Source: an optimization exercise on an open RTL-to-GDS flow (aim: small area). Production flows keep margins and buffers that such runs may drop. Where RTL was checked, it was by simulation tests only, not by an equivalence proof against the original. No functional check of the RTL was part of runs 2 and 3.

==> design.v <==
module decoder(
	input clk,
	input rst,
	input isCounting,
	input [3:0] digit,
	output reg [6:0] outsegment
);
always @(posedge clk)
begin
	if(rst)
		outsegment <= 7'b1111111;
	else
	if(isCounting)
	begin
		case(digit)
			0: outsegment <= 7'b1000000;
			1: outsegment <= 7'b1111001;	
			2: outsegment <= 7'b0100100;	
			3: outsegment <= 7'b0110000;
			4: outsegment <= 7'b0011001;
			5: outsegment <= 7'b0010010;	
			6: outsegment <= 7'b0000010;	
			7: outsegment <= 7'b1111000;	
			8: outsegment <= 7'b0000000;
			9: outsegment <= 7'b0010000;	
		endcase
	end
	else outsegment <= 7'b1000000;
end
endmodule
module digitPositionDecoder(
	input clk,
	input rst,
	input [13:0] in,
	output reg [3:0] digitAtPosition, 
	output reg [3:0] position	
);
localparam CLK_HZ = 4000; 
integer clk_counter;
integer count;
always @(posedge clk)
begin
	if(rst)
	begin
		clk_counter <= 0;
		count <= 0;
		digitAtPosition <= 0;
		position <= 0;
	end
	else
	if(clk_counter == CLK_HZ / 1000) 
	begin
		case(count)
			0: 
			begin
				digitAtPosition <= in % 10; 
				position <= 4'b0001;
			end
			1: 
			begin
				digitAtPosition <= ((in % 100) - (in % 10)) / 10;
				position <= 4'b0010;
			end
			2: 
			begin
				digitAtPosition <= ((in % 1000) - (in % 100)) / 100;
				position <= 4'b0100;
			end
			3: 
			begin
				digitAtPosition <= ((in % 10000) - (in % 1000)) / 1000;
				position <= 4'b1000;
			end
		endcase	
		count <= count == 4 ? 0 : count + 1;
		clk_counter <= 0;
	end
	else clk_counter <= clk_counter + 1;
end
endmodule
module timer_top(
	input CLOCK_50,
	input rst,
	input [1:0] KEY, 
	output [6:0] SEG,
	output [3:0] POS
);
reg [1:0] prevKey;
localparam CLK_HZ = 200; 
integer clock_counter;
reg isTimerCounting;
integer counter;
wire [3:0] digitAtPosition;
wire [6:0] outsegment;
wire [3:0] position;
digitPositionDecoder d2(CLOCK_50, rst, counter, digitAtPosition, position);
decoder d1(CLOCK_50, rst, isTimerCounting, digitAtPosition, outsegment);
assign SEG[6:0] = outsegment[6:0];
assign POS = position;
always @(posedge CLOCK_50)
begin
	if(rst)
	begin
		prevKey <= 2'b11;
		clock_counter <= 0;
		isTimerCounting <= 0;
		counter <= 0;
	end
	else
	begin
	if((clock_counter == CLK_HZ) && isTimerCounting)
	begin
		counter <= counter + 1;
		clock_counter <= 0;
	end
	else if(isTimerCounting) clock_counter <= clock_counter + 1;
	if(KEY[0] && prevKey[0] == 0) 
	begin
		isTimerCounting <= 0;
		counter <= 0;		
	end
	if(KEY[1] && ~prevKey[1]) isTimerCounting <= ~isTimerCounting;
	prevKey <= KEY;
	end
end
endmodule
==> run.sh <==
#!/bin/bash
# synth_recipe.tcl (not shown) runs the flow's synth.tcl, then flattens the netlist and writes it again
# the make line also repeats each setting of config.mk as NAME=value (left out here)
make -C /OpenROAD-flow-scripts/flow DESIGN_CONFIG=/design/flow/config.mk WORK_HOME=/design/flow/orfs CLKGATE_MAP_FILE= SYNTH_SCRIPT=/design/flow/synth_recipe.tcl finish
==> config.mk <==
export PLATFORM = sky130hd
export DESIGN_NAME = timer_top
export DESIGN_NICKNAME = timer_top
export VERILOG_FILES = /design/flow/design.v
export SDC_FILE = /design/flow/constraint.sdc
export NUM_CORES = 4
export LEC_CHECK = 0
export CAP_MARGIN = 20
export CORE_MARGIN = 2
export CORE_UTILIZATION = 40
export SLEW_MARGIN = 20
==> constraint.sdc <==
create_clock -name core_clock -period 36.0 [get_ports {CLOCK_50}]
set_input_delay 7.2000 -clock core_clock [delete_from_list [all_inputs] [get_ports {CLOCK_50}]]
set_output_delay 7.2000 -clock core_clock [all_outputs]
set_load 0.01 [all_outputs]
==> impl_metrics.ini, run 1 <==
[sta]
max_freq_ghz = 0.0306
setup_ws_ps = 3350
relSlewSlack_pct = 25.1
hold_viol = 0
rsz0062_at_grt = false
hold_ws_ps = 458
worst_slew_pin_slew_ps = 1120
finalMaxSlewViolations = 0
setup_violations = 0
period_minus_slack_ps = 32650
fin_worst_skew_ps = 19.2
finalSetupTns_ps = 0
period_share_pct = 90.7

[routing]
firstDrtPassIters = 8
first_iter_violations = 2997
wire_per_inst_um = 16.1
drc = 0
num_vias = 36500
drt_wl_total_mm = 93.9
vias_per_cell = 6.26
ant_nets = 0

[yosys]
yosys.cell_types.count = 142
synth_flop_cell = dfxtp_1
synthCells = 4891
synth-edff-count = 0
yosysWarnings = 4
synth-seq-cells = 128
yosys.area.top_type_share_pct = 7.83
async_reset_ff_share_pct = 0
synth_area_leaders = dfxtp_1, nor2_1, xnor2_1
yosysSeqAreaShare_pct = 7.83
synth_top_area_cell = dfxtp_1
synth_area_um2 = 32700
syn_area_per_cell_um2 = 6.69

[global_routing]
antenna_found_initial = 0
grt_pass1_wl_mm = 157
grt.total_usage_pct = 21.0
grt_pass1_vias = 32100
grt_start_max_net_pins = 54
grt_overflow = 0

[cts]
clk_latency_ps = 440
cts_root_buf = clkbuf_16
cts_tree = built
cts_buffer_depth = 2
cts_sinks = 128
htreeDepth = 4
cts_setup_buffers = 0
cts-resized-gates = 0
hold_buffers = 0
cts_inserted_buffers = 17
clk_pin_slew_ps = 70

[die]
fp.dieH_um = 290
die_area_um2 = 84100
core_um2 = 80800
start_util_pct = 40.5
die_w_um = 290
ioPinCount = 15
fp-row-count = 104

[placed_design]
dp_hpwl_mm = 71.5
place_ws_ps = 3980
gp_congestion = 0.906
port_buffers = 14

[worst_setup_path]
rr_endpoint = d2.digitAtPosition[1]
arrival_ps = 32920
cp_max_fo = 20
crit_path_end = d2.digitAtPosition[1]
slowest_delay_ps = 980
end_kind = flip-flop
crit_top_cell = nor2_1
startpoint_type = flip-flop
r2r_slack_ps = 3350
reg2regPathDepth = 119
crit_slowest_cell = nor3_2
startpoint = counter[10]
required_ps = 36260
path_class = flip-flop to flip-flop
r2r_start = counter[10]

[layout]
num_antenna_cells = 0
fill_cells = 8421
final_util_pct = 42.4
drive_above_1_share_pct = 6.85
nets = 4871
layout_commonest_cell = nor2_1
most-common-layout-cells = nor2_1, nand2_1, a21oi_1, o21ai_0, xnor2_1
area_growth_pct = 4.68

[outcome]
status = timing/DRC/antenna clean

[run]
drv_cap = 0

[worst_hold_path]
min_path_type = flip-flop to flip-flop
-- synthesized netlist by cell type, types with 18 or more instances --
library cell and n:
a21boi_0 24, a211oi_1 88, a311oi_1 30, nand2b_1 58, nor4_1 59, o21ai_1 43, nor3_1 201, or3_1 59
inv_1 158, ha_1 106, nand3_1 229, a211o_1 35, xor2_1 157, o211ai_1 90, o22ai_1 46, and2_1 61
a2111oi_0 22, buf_2 32, clkbuf_1 154, or2_2 68, o221ai_1 27, o31ai_1 41, a21oi_1 319, and3_1 62
mux2_2 28, or4_1 18, xnor2_1 234, a221oi_1 26, and4_1 22, a31oi_1 59, nor2b_1 32, mux2i_1 73
o211a_1 19, o21a_1 61, nand4_1 59, a21o_1 95, o2111ai_1 23, dfxtp_1 128, nor2_1 561, a22oi_1 35
o21ai_0 297, buf_1 21, nand2_1 413
-- how the worst min path moves through the flow --
stage                        end  cells after the start         startpoint  slack [ps]
6_report          d2.position[3]                      2     d2.position[3]         460
2_1_floorplan  d2.clk_counter[0]                      1  d2.clk_counter[0]         470
3_3_place_gp      d2.position[1]                      2     d2.position[1]         450
4_1_cts           d2.position[3]                      2     d2.position[3]         460
3_5_place_dp      d2.position[3]                      2     d2.position[3]         450
5_1_grt           d2.position[3]                      2     d2.position[3]         480
-- layout make-up --
type | count | area [um^2] | share of cell area [%]
clock inverter | 14 | 166 | 0.486
tap | 1060 | 1330 | 3.87
clock buffer | 18 | 439 | 1.28
inverter | 166 | 623 | 1.82
sequential | 128 | 2560 | 7.48
timing repair buffer | 46 | 380 | 1.11
multi-input combinational | 4402 | 28800 | 83.9
-- layer usage --
layer	vias up	global-route usage (%)	wire, um
met2	951	35.3	43200
li1	18400	-	-
met1	17100	29.6	45700
met4	0	3.48	1170
met3	82	1.55	3910
met5	-	0	0
-- worst max-delay path: cells and delay by family (launching register included) --
kind | cells | cell delay (ps)
simple gates | 39 | 9460
flops | 1 | 540
fa+ha+maj | 4 | 1390
buf+inv | 6 | 460
mux | 3 | 980
xor+xnor | 9 | 2990
compound gates | 58 | 16640
-- kinds of logic after synthesis --
logic type	count (synthesis)	synth area share (%)
XOR/XNOR	395	10.7
AND/OR/NAND/NOR	2024	30.9
buffers and inverters	387	4.72
multiplexers	104	3.33
adder cells (fa/ha/maj)	120	4.48
AO/OA/AOI/OAI	1731	38.1
other	2	0.0229
flip-flops	128	7.83
-- registers in the layout, indices dropped and copies added (netlist names) --
signal	cells
clock_counter	32
counter	14
d1.outsegment	7
d2.clk_counter	32
d2.count	32
d2.digitAtPosition	4
d2.position	4
isTimerCounting	1
prevKey	2
-- through the flow --
stage / std cells / instance area, um^2
final: 5834 / 34300
after global routing: 5834 / 34300
after CTS: 5832 / 34200
after detailed placement: 5800 / 33600
after global placement: 5800 / 33600
after floorplan: 4917 / 32800
==> run 2, diff against run 1 <==
==> design.v (replaced) <==
module timer_top(
	input CLOCK_50,
	input rst,
	input [1:0] KEY,
	output [6:0] SEG,
	output [3:0] POS
);
reg [1:0] prevKey;
reg run;
reg [7:0] tc;
reg [3:0] d0, d1, d2, d3;    
reg hi;                       
reg [2:0] sc;
reg [2:0] slot;               
reg [3:0] dig;
reg [3:0] segCode;            
wire clr = KEY[0] & ~prevKey[0];
wire tog = KEY[1] & ~prevKey[1];
wire tick = run & tc[7] & tc[6] & tc[3];
wire c1 = tick & (d0[3] & d0[0]);
wire c2 = c1 & (d1[3] & d1[0]);
wire c3 = c2 & (d2[3] & d2[0]);
wire c4 = c3 & (d3[3] & d3[0]);
wire wrap = tick & hi & d3[2] & d3[1] & d2[1] & d2[0] & d1[3] & d0[1] & d0[0];
wire zero = clr | wrap;
always @(posedge CLOCK_50)
begin
	if(rst)
	begin
		prevKey <= 2'b11;
		run <= 0;
		tc <= 0;
		d0 <= 0; d1 <= 0; d2 <= 0; d3 <= 0;
		hi <= 0;
		sc <= 0;
		slot <= 0;
		dig <= 0;
		segCode <= 4'd15;
	end
	else
	begin
		prevKey <= KEY;
		if(tog) run <= ~run;
		else if(clr) run <= 0;
		if(tick) tc <= 0;
		else tc <= tc ^ {&tc[6:0] & run, &tc[5:0] & run, &tc[4:0] & run, &tc[3:0] & run,
		                 &tc[2:0] & run, &tc[1:0] & run, tc[0] & run, run};
		if(zero)
		begin
			d0 <= 0; d1 <= 0; d2 <= 0; d3 <= 0;
			hi <= 0;
		end
		else
		begin
			if(tick) d0 <= (d0[3] & d0[0]) ? 4'd0 : d0 ^ {&d0[2:0], &d0[1:0], d0[0], 1'b1};
			if(c1) d1 <= (d1[3] & d1[0]) ? 4'd0 : d1 ^ {&d1[2:0], &d1[1:0], d1[0], 1'b1};
			if(c2) d2 <= (d2[3] & d2[0]) ? 4'd0 : d2 ^ {&d2[2:0], &d2[1:0], d2[0], 1'b1};
			if(c3) d3 <= (d3[3] & d3[0]) ? 4'd0 : d3 ^ {&d3[2:0], &d3[1:0], d3[0], 1'b1};
			if(c4) hi <= 1'b1;
		end
		if(sc == 3'd4)
		begin
			sc <= 0;
			case(slot)
				3'd1: dig <= d1;
				3'd2: dig <= d2;
				3'd3: dig <= d3;
				3'd4: ;
				default: dig <= d0;
			endcase
			slot <= (slot == 3'd4) ? 3'd5 : (slot == 3'd5) ? 3'd1 : slot + 1'b1;
		end
		else sc <= {sc[1] & sc[0], sc[1] ^ sc[0], ~sc[0]};
		segCode <= run ? dig : 4'd0;
	end
end
wire [6:0] seg = (segCode == 4'd0) ? 7'b1000000 :
                 (segCode == 4'd1) ? 7'b1111001 :
                 (segCode == 4'd2) ? 7'b0100100 :
                 (segCode == 4'd3) ? 7'b0110000 :
                 (segCode == 4'd4) ? 7'b0011001 :
                 (segCode == 4'd5) ? 7'b0010010 :
                 (segCode == 4'd6) ? 7'b0000010 :
                 (segCode == 4'd7) ? 7'b1111000 :
                 (segCode == 4'd8) ? 7'b0000000 :
                 (segCode == 4'd9) ? 7'b0010000 : 7'b1111111;
assign SEG = seg;
assign POS = (slot == 3'd1) ? 4'b0001 :
             (slot == 3'd2) ? 4'b0010 :
             (slot == 3'd3) ? 4'b0100 :
             (slot == 3'd0) ? 4'b0000 : 4'b1000;
endmodule
==> flow/run.sh (new file) <==
#!/bin/bash
# Standard ORFS layout, with two changes:
#  - synthesis maps the logic with an area-oriented ABC script (flow/area.abc);
#    everything else in synthesis (and so every register) is as standard.sh synth makes it
#  - ports are buffered with the smallest buffer
set -euo pipefail
W=$PWD
rm -rf "$W/myscripts"
cp -r "$FLOW_HOME/scripts" "$W/myscripts"
cp "$W/flow/area.abc" "$W/myscripts/abc_area.script"
bash "$W/standard.sh" "SCRIPTS_DIR=$W/myscripts" synth > "$W/synth.log" 2>&1
bash "$W/standard.sh" "BUFFER_PORTS_ARGS=-buffer_cell sky130_fd_sc_hd__buf_1" finish > "$W/layout.log" 2>&1
==> flow/area.abc (new file) <==
strash
dc2
dch -f
amap
==> standard.sh (new file) <==
#!/bin/bash
# synth_recipe.tcl (not shown) runs the flow's synth.tcl, then flattens the netlist and writes it again
# the make line also repeats each setting of config.mk as NAME=value (left out here)
make -C /OpenROAD-flow-scripts/flow DESIGN_CONFIG=/design/flow/config.mk WORK_HOME=/design/flow/orfs CLKGATE_MAP_FILE= SYNTH_SCRIPT=/design/flow/synth_recipe.tcl "${@:-finish}"
--- a/config.mk
+++ b/config.mk
@@ -5,6 +5,7 @@
 export SDC_FILE = /design/flow/constraint.sdc
 export NUM_CORES = 4
 export LEC_CHECK = 0
+export ABC_AREA = 1
 export CAP_MARGIN = 20
 export CORE_MARGIN = 2
 export CORE_UTILIZATION = 40
removed: run.sh
==> run 2 against run 1 <==
Compared with the run above: via count fell by 96%; count of clock-buffer cells in the layout fell by 12; worst hold slack got worse by 9.6 ps; final area fell by 94%; non-clock buffer count fell by 32; clock skew fell by 13 ps; setup slack improved by 24000 ps; still clean; synthesized cell count fell by 95%; area after synthesis fell by 94%; critical endpoint is now POS[2]; global-route usage fell by 5.7 points; highest routed layer unchanged.
==> impl_metrics.ini, run 2 <==
[global_routing]
antenna_found_initial = 0
grt.total_usage_pct = 15.3
grt_overflow = 0
grt_pass1_vias = 1418
grt_pass1_wl_mm = 6.25
grt_start_max_net_pins = 18

[yosys]
synthCells = 224
synthAdderAreaFrac_pct = 8.09
synth-edff-count = 0
synth-seq-cells = 42
yosysSeqAreaShare_pct = 45.3
yosys-top-cells-count = nor2_1, dfxtp_1, clkinv_1
async_reset_ff_share_pct = 0
yosys.area_share.simple_pct = 23.3
yosysMostFrequentCell = nor2_1
yosys.area.top_type_share_pct = 45.3
syn_area_per_cell_um2 = 8.28
synth_top_family_by_area = simple AND/OR/NAND/NOR gates
synth_compound_area_share_pct = 17.8
synth_top_area_cell = dfxtp_1
synth-xor-area-share_pct = 0
yosysWarnings = 1
synth_area_um2 = 1860
yosys.cell_types.count = 26
synth_flop_cell = dfxtp_1
synthMuxAreaShare_pct = 0
synth_area_leaders = dfxtp_1, nor2_1, ha_1

[die]
ioPinCount = 15
fp-row-count = 24
die_area_um2 = 5200
fp.dieH_um = 72.1
start_util_pct = 42.0
core_um2 = 4410
die_w_um = 72.1

[cts]
hold_buffers = 0
cts_sinks = 42
clk_latency_ps = 290
cts-resized-gates = 0
cts_setup_buffers = 0
htreeDepth = 2
clk_pin_slew_ps = 70
cts_buffer_depth = 2
cts_tree = built
cts_inserted_buffers = 5
cts_root_buf = clkbuf_8

[sta]
finalSetupTns_ps = 0
setup_ws_ps = 27110
worst_slew_pin_slew_ps = 728
fin_worst_skew_ps = 6.25
max_freq_ghz = 0.112
finalMaxSlewViolations = 0
hold_viol = 0
period_share_pct = 24.7
rsz0062_at_grt = false
setup_violations = 0
period_minus_slack_ps = 8890
relSlewSlack_pct = 51.4

[routing]
drc = 0
num_vias = 1533
firstDrtPassIters = 4
vias_per_cell = 5.18
first_iter_violations = 58
wire_per_inst_um = 12.0
drt_wl_total_mm = 3.54
ant_nets = 0

[placed_design]
port_buffers = 14
place_ws_ps = 27340
dp_hpwl_mm = 2.69
gp_congestion = 0.782

[layout]
most-common-layout-cells = nor2_1, dfxtp_1, clkinv_1, nand2_1, nor3_1
multi_input_area_um2 = 931
largest_reg_flops = 8
fill_cells = 435
seq_area_um2 = 841
area_growth_pct = 11.7
layout_commonest_cell = nor2_1
num_antenna_cells = 0
nets = 261
regMostFlops = tc
drive_above_1_share_pct = 2.87

[worst_setup_path]
arrival_ps = 1690
startpoint_type = flip-flop
startpoint = slot[0]
required_ps = 28800
cp_max_fo = 6
r2r_start = run
reg2regPathDepth = 10
path_class = flip-flop to output pin
crit_path_end = POS[2]
r2r_slack_ps = 33180
end_kind = output pin
rr_endpoint = d3[3]

[outcome]
status = timing/DRC/antenna clean

[run]
drv_cap = 0

[worst_hold_path]
min_path_type = flip-flop to flip-flop
-- run 2: cell count changes in the layout (fill, tap and decap cells not counted), moves of 85 or more --
cell / delta
o211ai_1: -90
nand3_1: -228
a21oi_1: -313
nand2_1: -392
ha_1: -94
dfxtp_1: -85
o21ai_0: -290
nor2_1: -517
inv_1: -158
xor2_1: -157
nor3_1: -182
a21o_1: -95
xnor2_1: -233
-- run 2: area by class of cell --
| type | instances | share of cell area (%) |
|---|---|---|
| Multi-Input combinational cell | 155 | 44.9 |
| Timing Repair Buffer | 14 | 2.53 |
| Sequential cell | 42 | 40.6 |
| Inverter | 27 | 4.89 |
| Clock buffer | 6 | 3.98 |
| Tap cell | 52 | 3.14 |
-- run 2: worst min-delay path by stage --
stage,slack [ps],start,depth (start not counted),to
after floorplan,420,dig[0],2,segCode[0]
after global placement,440,dig[1],2,segCode[1]
after detailed placement,440,dig[2],2,segCode[2]
after CTS,450,dig[2],2,segCode[2]
after global routing,470,dig[2],2,segCode[2]
final,450,dig[1],2,segCode[1]
-- run 2: logic make-up (layout without fill, tap and decap cells) --
kind of cell | count (synthesis) | after routing
adder cells (fa/ha/maj) | 12 | 12
AND/OR/NAND/NOR | 98 | 98
flip-flops | 42 | 42
buffers and inverters | 27 | 47
AO/OA/AOI/OAI | 45 | 45
-- run 2: critical path, cell delays in order (launching register included) --
cell and delay [ps]:
dfxtp_1 350, clkinv_1 150, nor2_1 180, ha_1 230, clkinv_1 120, nor3_1 210, buf_1 170
-- run 2: per-stage QoR --
stage	std cells	utilization, %	instance area [um^2]	hold WS, ps
after global placement	290	44.9	1980	440
final	296	47.0	2070	448
after global routing	296	47.0	2070	472
after CTS	296	46.7	2060	450
after detailed placement	290	44.9	1980	439
after floorplan	224	-	1860	423
-- run 2: layer usage --
metal,vias to the layer above,global-route usage [%],wire length (um)
met1,657,20.6,1830
met2,27,23.4,1510
met5,-,0,0
li1,844,-,-
met3,5,3.75,138
met4,0,6.29,56
==> run 3, diff against run 2 <==
--- a/config.mk
+++ b/config.mk
@@ -9,4 +9,7 @@
 export CAP_MARGIN = 20
 export CORE_MARGIN = 2
 export CORE_UTILIZATION = 40
+export CTS_BUF_LIST = sky130_fd_sc_hd__clkbuf_4
+export CTS_CLUSTER_DIAMETER = 100
+export CTS_CLUSTER_SIZE = 30
 export SLEW_MARGIN = 20
==> run 3 against run 2 <==
Compared with the run above: still clean on timing, DRC and antenna; utilization shrank 0.94 points; worst hold slack gained 6.8 ps; setup slack lost 68 ps; sequential cell count is the same; fmax shrank 0.76%; critical path depth is the same; register-to-register slack is essentially flat; final area shrank 2.0%; die area is the same; clock skew grew 1.3 ps; final cell count is the same; critical path type unchanged.
==> impl_metrics.ini, run 3 <==
[outcome]
status = timing/DRC/antenna clean

[yosys]
yosysMostFrequentCell = nor2_1
synth_top_area_cell = dfxtp_1
synth_flop_cell = dfxtp_1
syn_area_per_cell_um2 = 8.28
synth_area_um2 = 1860
synth-seq-cells = 42
synth-edff-count = 0
async_reset_ff_share_pct = 0
synthCells = 224
yosys.cell_types.count = 26
yosysSeqAreaShare_pct = 45.3
yosys.area.top_type_share_pct = 45.3
yosys-top-cells-count = nor2_1, dfxtp_1, clkinv_1
synth_area_leaders = dfxtp_1, nor2_1, ha_1
yosysWarnings = 1

[sta]
fin_worst_skew_ps = 7.57
finalSetupTns_ps = 0
relSlewSlack_pct = 52.2
period_share_pct = 24.9
rsz0062_at_grt = false
max_freq_ghz = 0.112
finalMaxSlewViolations = 0
period_minus_slack_ps = 8960
worst_slew_pin_slew_ps = 715
hold_viol = 0
setup_violations = 0

[placed_design]
dp_hpwl_mm = 2.69
dp_cells = 290
port_buffers = 14
place_area_um2 = 1980
gp_congestion = 0.782

[global_routing]
grt.total_usage_pct = 15.1
grt_pass1_vias = 1418
antenna_found_initial = 0
grt_pass1_wl_mm = 6.22
grt_start_max_net_pins = 18
grt_overflow = 0

[cts]
cts_buffer_depth = 2
cts_tree = built
cts_setup_buffers = 0
htreeDepth = 2
cts-resized-gates = 0
hold_buffers = 0
clk_latency_ps = 340
cts_root_buf = clkbuf_4
cts_inserted_buffers = 5
clk_pin_slew_ps = 100
cts_sinks = 42

[layout]
layout_commonest_cell = nor2_1
final_util_pct = 46.0
largest_reg_flops = 8
num_antenna_cells = 0
drive_above_1_share_pct = 2.46
final_cell_area_um2 = 2030
instances_no_fill = 296
area_growth_pct = 9.51
nets = 261
regMostFlops = tc
most-common-layout-cells = nor2_1, dfxtp_1, clkinv_1, nand2_1, nor3_1

[die]
die_w_um = 72.1
start_util_pct = 42.0
ioPinCount = 15
die_area_um2 = 5200
fp-row-count = 24
core_um2 = 4410
fp.dieH_um = 72.1

[run]
drv_cap = 0

[worst_setup_path]
required_ps = 28800
arrival_ps = 1760
end_kind = output pin
path_class = flip-flop to output pin
cp_max_fo = 6
startpoint_type = flip-flop

[routing]
drt_wl_total_mm = 3.53
ant_nets = 0
drc = 0
firstDrtPassIters = 4
num_vias = 1546
vias_per_cell = 5.22
first_iter_violations = 47
wire_per_inst_um = 11.9

[worst_hold_path]
min_path_type = flip-flop to flip-flop
==> run 3: cell counts after synthesis <==
Identical to the previous run, type by type.
==> run 3: kinds of logic (layout without fill, tap and decap cells) <==
kind of cell | Yosys count | count (layout) | share of synthesized area (%)
buffers and inverters | 27 | 47 | 5.46
adders and majority gates | 12 | 12 | 8.09
DFF | 42 | 42 | 45.3
and+or+nand+nor | 98 | 98 | 23.3
AOI/OAI and AO/OA | 45 | 45 | 17.8
==> run 3: final timing paths <==
check,slack [ps],end,start,depth (start not counted)
min,450,segCode[1],dig[1],2
min reg2reg,450,segCode[1],dig[1],2
max reg2reg,33170,d3[3],run,10
max,27040,POS[2],slot[0],6
==> run 3: area by class of cell <==
| type | count | area [um^2] |
|---|---|---|
| Tap cell | 52 | 65.1 |
| Clock inverter | 1 | 3.75 |
| Fill cell | 440 | 2380 |
| Sequential cell | 42 | 841 |
| Multi-Input combinational cell | 155 | 931 |
| Timing Repair Buffer | 14 | 52.6 |
| Clock buffer | 5 | 37.5 |
| Inverter | 27 | 101 |
==> run 3: stage by stage <==
stage          setup WS [ps]  hold WS, ps
5_1_grt                26910          478
3_5_place_dp           27340          439
6_report               27040          455
4_1_cts                27030          455
2_1_floorplan          27460          423
3_3_place_gp           27420          440
==> run 3: worst max-delay path: stages (launching register included) <==
cell and delay, ps:
dfxtp_1 360, clkinv_1 150, nor2_1 180, ha_1 230, clkinv_1 130, nor3_1 210
buf_1 170
==> run 3: per-layer routing <==
metal  vias to the layer above  GRT usage [%]  share of wire [%]
met5                         -              0                  0
met4                         0           5.03                1.6
met3                         7           3.75                3.4
met2                        20           23.8                 43
met1                       665           20.3                 52
li1                        854              -                  -
==> run 4, diff against run 3 <==
--- a/design.v
+++ b/design.v
@@ -16,12 +16,12 @@
 reg [3:0] segCode;            
 wire clr = KEY[0] & ~prevKey[0];
 wire tog = KEY[1] & ~prevKey[1];
-wire tick = run & tc[7] & tc[6] & tc[3];
-wire c1 = tick & (d0[3] & d0[0]);
-wire c2 = c1 & (d1[3] & d1[0]);
-wire c3 = c2 & (d2[3] & d2[0]);
-wire c4 = c3 & (d3[3] & d3[0]);
-wire wrap = tick & hi & d3[2] & d3[1] & d2[1] & d2[0] & d1[3] & d0[1] & d0[0];
+wire tick = run & (tc == 8'd200);
+wire c1 = tick & (d0 == 4'd9);
+wire c2 = c1 & (d1 == 4'd9);
+wire c3 = c2 & (d2 == 4'd9);
+wire c4 = c3 & (d3 == 4'd9);
+wire wrap = tick & hi & (d3 == 4'd6) & (d2 == 4'd3) & (d1 == 4'd8) & (d0 == 4'd3);
 wire zero = clr | wrap;
 always @(posedge CLOCK_50)
 begin
@@ -43,8 +43,7 @@
 		if(tog) run <= ~run;
 		else if(clr) run <= 0;
 		if(tick) tc <= 0;
-		else tc <= tc ^ {&tc[6:0] & run, &tc[5:0] & run, &tc[4:0] & run, &tc[3:0] & run,
-		                 &tc[2:0] & run, &tc[1:0] & run, tc[0] & run, run};
+		else if(run) tc <= tc + 1'b1;
 		if(zero)
 		begin
 			d0 <= 0; d1 <= 0; d2 <= 0; d3 <= 0;
@@ -52,10 +51,10 @@
 		end
 		else
 		begin
-			if(tick) d0 <= (d0[3] & d0[0]) ? 4'd0 : d0 ^ {&d0[2:0], &d0[1:0], d0[0], 1'b1};
-			if(c1) d1 <= (d1[3] & d1[0]) ? 4'd0 : d1 ^ {&d1[2:0], &d1[1:0], d1[0], 1'b1};
-			if(c2) d2 <= (d2[3] & d2[0]) ? 4'd0 : d2 ^ {&d2[2:0], &d2[1:0], d2[0], 1'b1};
-			if(c3) d3 <= (d3[3] & d3[0]) ? 4'd0 : d3 ^ {&d3[2:0], &d3[1:0], d3[0], 1'b1};
+			if(tick) d0 <= (d0 == 4'd9) ? 4'd0 : d0 + 1'b1;
+			if(c1) d1 <= (d1 == 4'd9) ? 4'd0 : d1 + 1'b1;
+			if(c2) d2 <= (d2 == 4'd9) ? 4'd0 : d2 + 1'b1;
+			if(c3) d3 <= (d3 == 4'd9) ? 4'd0 : d3 + 1'b1;
 			if(c4) hi <= 1'b1;
 		end
 		if(sc == 3'd4)
@@ -70,7 +69,7 @@
 			endcase
 			slot <= (slot == 3'd4) ? 3'd5 : (slot == 3'd5) ? 3'd1 : slot + 1'b1;
 		end
-		else sc <= {sc[1] & sc[0], sc[1] ^ sc[0], ~sc[0]};
+		else sc <= sc + 1'b1;
 		segCode <= run ? dig : 4'd0;
 	end
 end
==> run.sh (new file) <==
#!/bin/bash
# synth_recipe.tcl (not shown) runs the flow's synth.tcl, then flattens the netlist and writes it again
# the make line also repeats each setting of config.mk as NAME=value (left out here)
make -C /OpenROAD-flow-scripts/flow DESIGN_CONFIG=/design/flow/config.mk WORK_HOME=/design/flow/orfs CLKGATE_MAP_FILE= SYNTH_SCRIPT=/design/flow/synth_recipe.tcl finish
--- a/config.mk
+++ b/config.mk
@@ -9,7 +9,4 @@
 export CAP_MARGIN = 20
 export CORE_MARGIN = 2
 export CORE_UTILIZATION = 40
-export CTS_BUF_LIST = sky130_fd_sc_hd__clkbuf_4
-export CTS_CLUSTER_DIAMETER = 100
-export CTS_CLUSTER_SIZE = 30
 export SLEW_MARGIN = 20
removed: flow/run.sh
removed: flow/area.abc
removed: standard.sh
==> run 4 against run 3 <==
Compared with the run above: via count is 32% higher; final area rose by 25%; sequential share of layout area decreased by 8.2 points; non-clock buffer count unchanged; first-iteration DRC count is 130% higher; routed wire length rose by 29%; sequential cell count stayed put; setup slack worse by 290 ps; global-route usage is 0.62 points higher; synthesized cell count up 49%; highest routed layer unchanged.
==> impl_metrics.ini, run 4 <==
[sta]
max_freq_ghz = 0.108
worst_slew_pin_slew_ps = 565
hold_viol = 0
setup_violations = 0
finalMaxSlewViolations = 0
period_minus_slack_ps = 9250
relSlewSlack_pct = 62.3
rsz0062_at_grt = false
fin_worst_skew_ps = 7.26
finalSetupTns_ps = 0
period_share_pct = 25.7

[yosys]
yosys.cell_types.count = 28
synth_top_area_cell = dfxtp_1
synth-seq-cells = 42
syn_area_per_cell_um2 = 6.77
yosysMostFrequentCell = nand2_1
yosys.area.top_type_share_pct = 37.2
synth-edff-count = 0
yosysWarnings = 1
synth_area_leaders = dfxtp_1, nand2_1, nor2_1
yosysSeqAreaShare_pct = 37.2
synthCells = 334
synth_flop_cell = dfxtp_1
yosys-top-cells-count = nand2_1, nor2_1, inv_1
synth_area_um2 = 2260
async_reset_ff_share_pct = 0

[cts]
cts_setup_buffers = 0
htreeDepth = 2
cts_root_buf = clkbuf_8
clk_pin_slew_ps = 90
cts_buffer_depth = 2
hold_buffers = 0
clk_latency_ps = 300
cts-resized-gates = 0
cts_sinks = 42
cts_tree = built
cts_inserted_buffers = 5

[layout]
layout_commonest_cell = nand2_1
regMostFlops = tc
num_antenna_cells = 0
multi_input_area_um2 = 1200
most-common-layout-cells = nand2_1, nor2_1, inv_1, dfxtp_1, a21oi_1
area_growth_pct = 12.2
instances_no_fill = 423
nets = 359
largest_reg_flops = 8
seq_area_um2 = 841
drive_above_1_share_pct = 7.69
fill_cells = 583

[global_routing]
grt_pass1_vias = 1875
grt_overflow = 0
grt_pass1_wl_mm = 7.89
antenna_found_initial = 0
grt_start_max_net_pins = 16
grt.total_usage_pct = 15.7

[worst_setup_path]
arrival_ps = 2050
cp_max_fo = 4
startpoint_type = flip-flop
r2r_slack_ps = 34230
required_ps = 28800
path_class = flip-flop to output pin
end_kind = output pin
reg2regPathDepth = 9

[routing]
ant_nets = 0
wire_per_inst_um = 10.8
drc = 0
vias_per_cell = 4.81
num_vias = 2033
first_iter_violations = 106
firstDrtPassIters = 4
drt_wl_total_mm = 4.55

[die]
core_um2 = 5470
die_w_um = 79.2
start_util_pct = 41.3
ioPinCount = 15
fp.dieH_um = 79.2
fp-row-count = 27
die_area_um2 = 6270

[outcome]
status = timing/DRC/antenna clean

[placed_design]
port_buffers = 14
gp_congestion = 0.808
dp_hpwl_mm = 3.44
dp_cells = 415

[worst_hold_path]
min_path_type = flip-flop to flip-flop
hold_depth = 2

[run]
drv_cap = 0
[run 4: cell types whose count changed in the layout (fill, tap and decap cells not counted), sizes merged, moves of 7 or more]
cell and delta:
nand2 +68, inv +47, clkinv -27, nor2 +18, a21oi +14, buf -14, clkdlybuf4s50 +14, nand3 +14
o21ai +10, ha -7
[run 4: cells by family (layout without fill, tap and decap cells)]
logic type / Yosys count / after routing / synth area share [%]
AOI/OAI and AO/OA: 44 / 44 / 10.6
and+or+nand+nor: 187 / 187 / 37.7
DFF: 42 / 42 / 37.2
buffers and inverters: 51 / 68 / 9.79
xor gates and xnor gates: 5 / 5 / 1.94
adders and majority gates: 5 / 5 / 2.77
[run 4: worst paths after layout]
kind / start / to
worst max-delay path: segCode[3] / SEG[6]
worst min-delay path: dig[0] / segCode[0]
worst max register to register: tc[0] / d3[3]
worst min register to register: dig[0] / segCode[0]
[run 4: metrics by stage]
| stage | utilization (%) | setup WS (ps) | hold WS, ps | instance area, um^2 |
|---|---|---|---|---|
| finish | 46.3 | 26750 | 447 | 2540 |
| global route | 46.3 | 26600 | 468 | 2540 |
| CTS | 46.3 | 26780 | 445 | 2540 |
| detailed placement | 44.6 | 27120 | 425 | 2440 |
| global placement | 44.6 | 27130 | 426 | 2440 |
| floorplan | - | 27670 | 410 | 2260 |
[run 4: worst max-delay path, stage by stage (launching register included)]
cell	delay, ps
dfxtp_1	370
inv_1	90
nand2_1	120
nor2_1	60
nor3_1	290
o21ai_0	170
nor2_1	110
clkdlybuf4s50_1	540
[run 4: routing by layer]
metal | part of all wire (%) | vias to the layer above | track usage [%]
met4 | 1.1 | 0 | 5.17
met5 | 0 | - | 0
met1 | 49 | 918 | 19.5
met3 | 3.1 | 5 | 3.75
met2 | 47 | 25 | 26.7
li1 | - | 1085 | -
[run 4: area by class of cell]
type / instances / area share, %
clock inverters: 3 / 0.987
well taps: 72 / 3.55
flip-flops and latches: 42 / 33.2
multi-input cells: 241 / 47.3
inverters: 46 / 6.81
repair buffers: 14 / 5.53
clock buffers: 5 / 2.71

## what the ideal ports hide
Ports are ideal in the flow. The routed layouts listed here were re-timed in OpenROAD.
Step 1 sets driving cells, clkbuf_16 on the clock port and buf_2 on the other inputs (assumed; they add their load-dependent delay and slew).
Step 2 also shifts input and output timing later by t, the mid clock arrival at the registers, as if the neighbouring blocks saw the same clock.
Three values: ideal, step 1, step 2; two values: the first two.
| run | shift t [ns] | slack for setup (ns) | worst slew at a driven data input, ns |
|---|---|---|---|
| run 1 | 0.475 | 3.349 / 3.349 / 3.349 | 0.03 |
| run 2 | 0.311 | 27.107 / 27.080 / 27.391 | 0.03 |
| run 3 | 0.360 | 27.039 / 27.012 / 27.372 | 0.03 |
| run 4 | 0.327 | 26.748 / 26.719 / 27.046 | 0.03 |
After both steps every run listed still meets setup and hold.
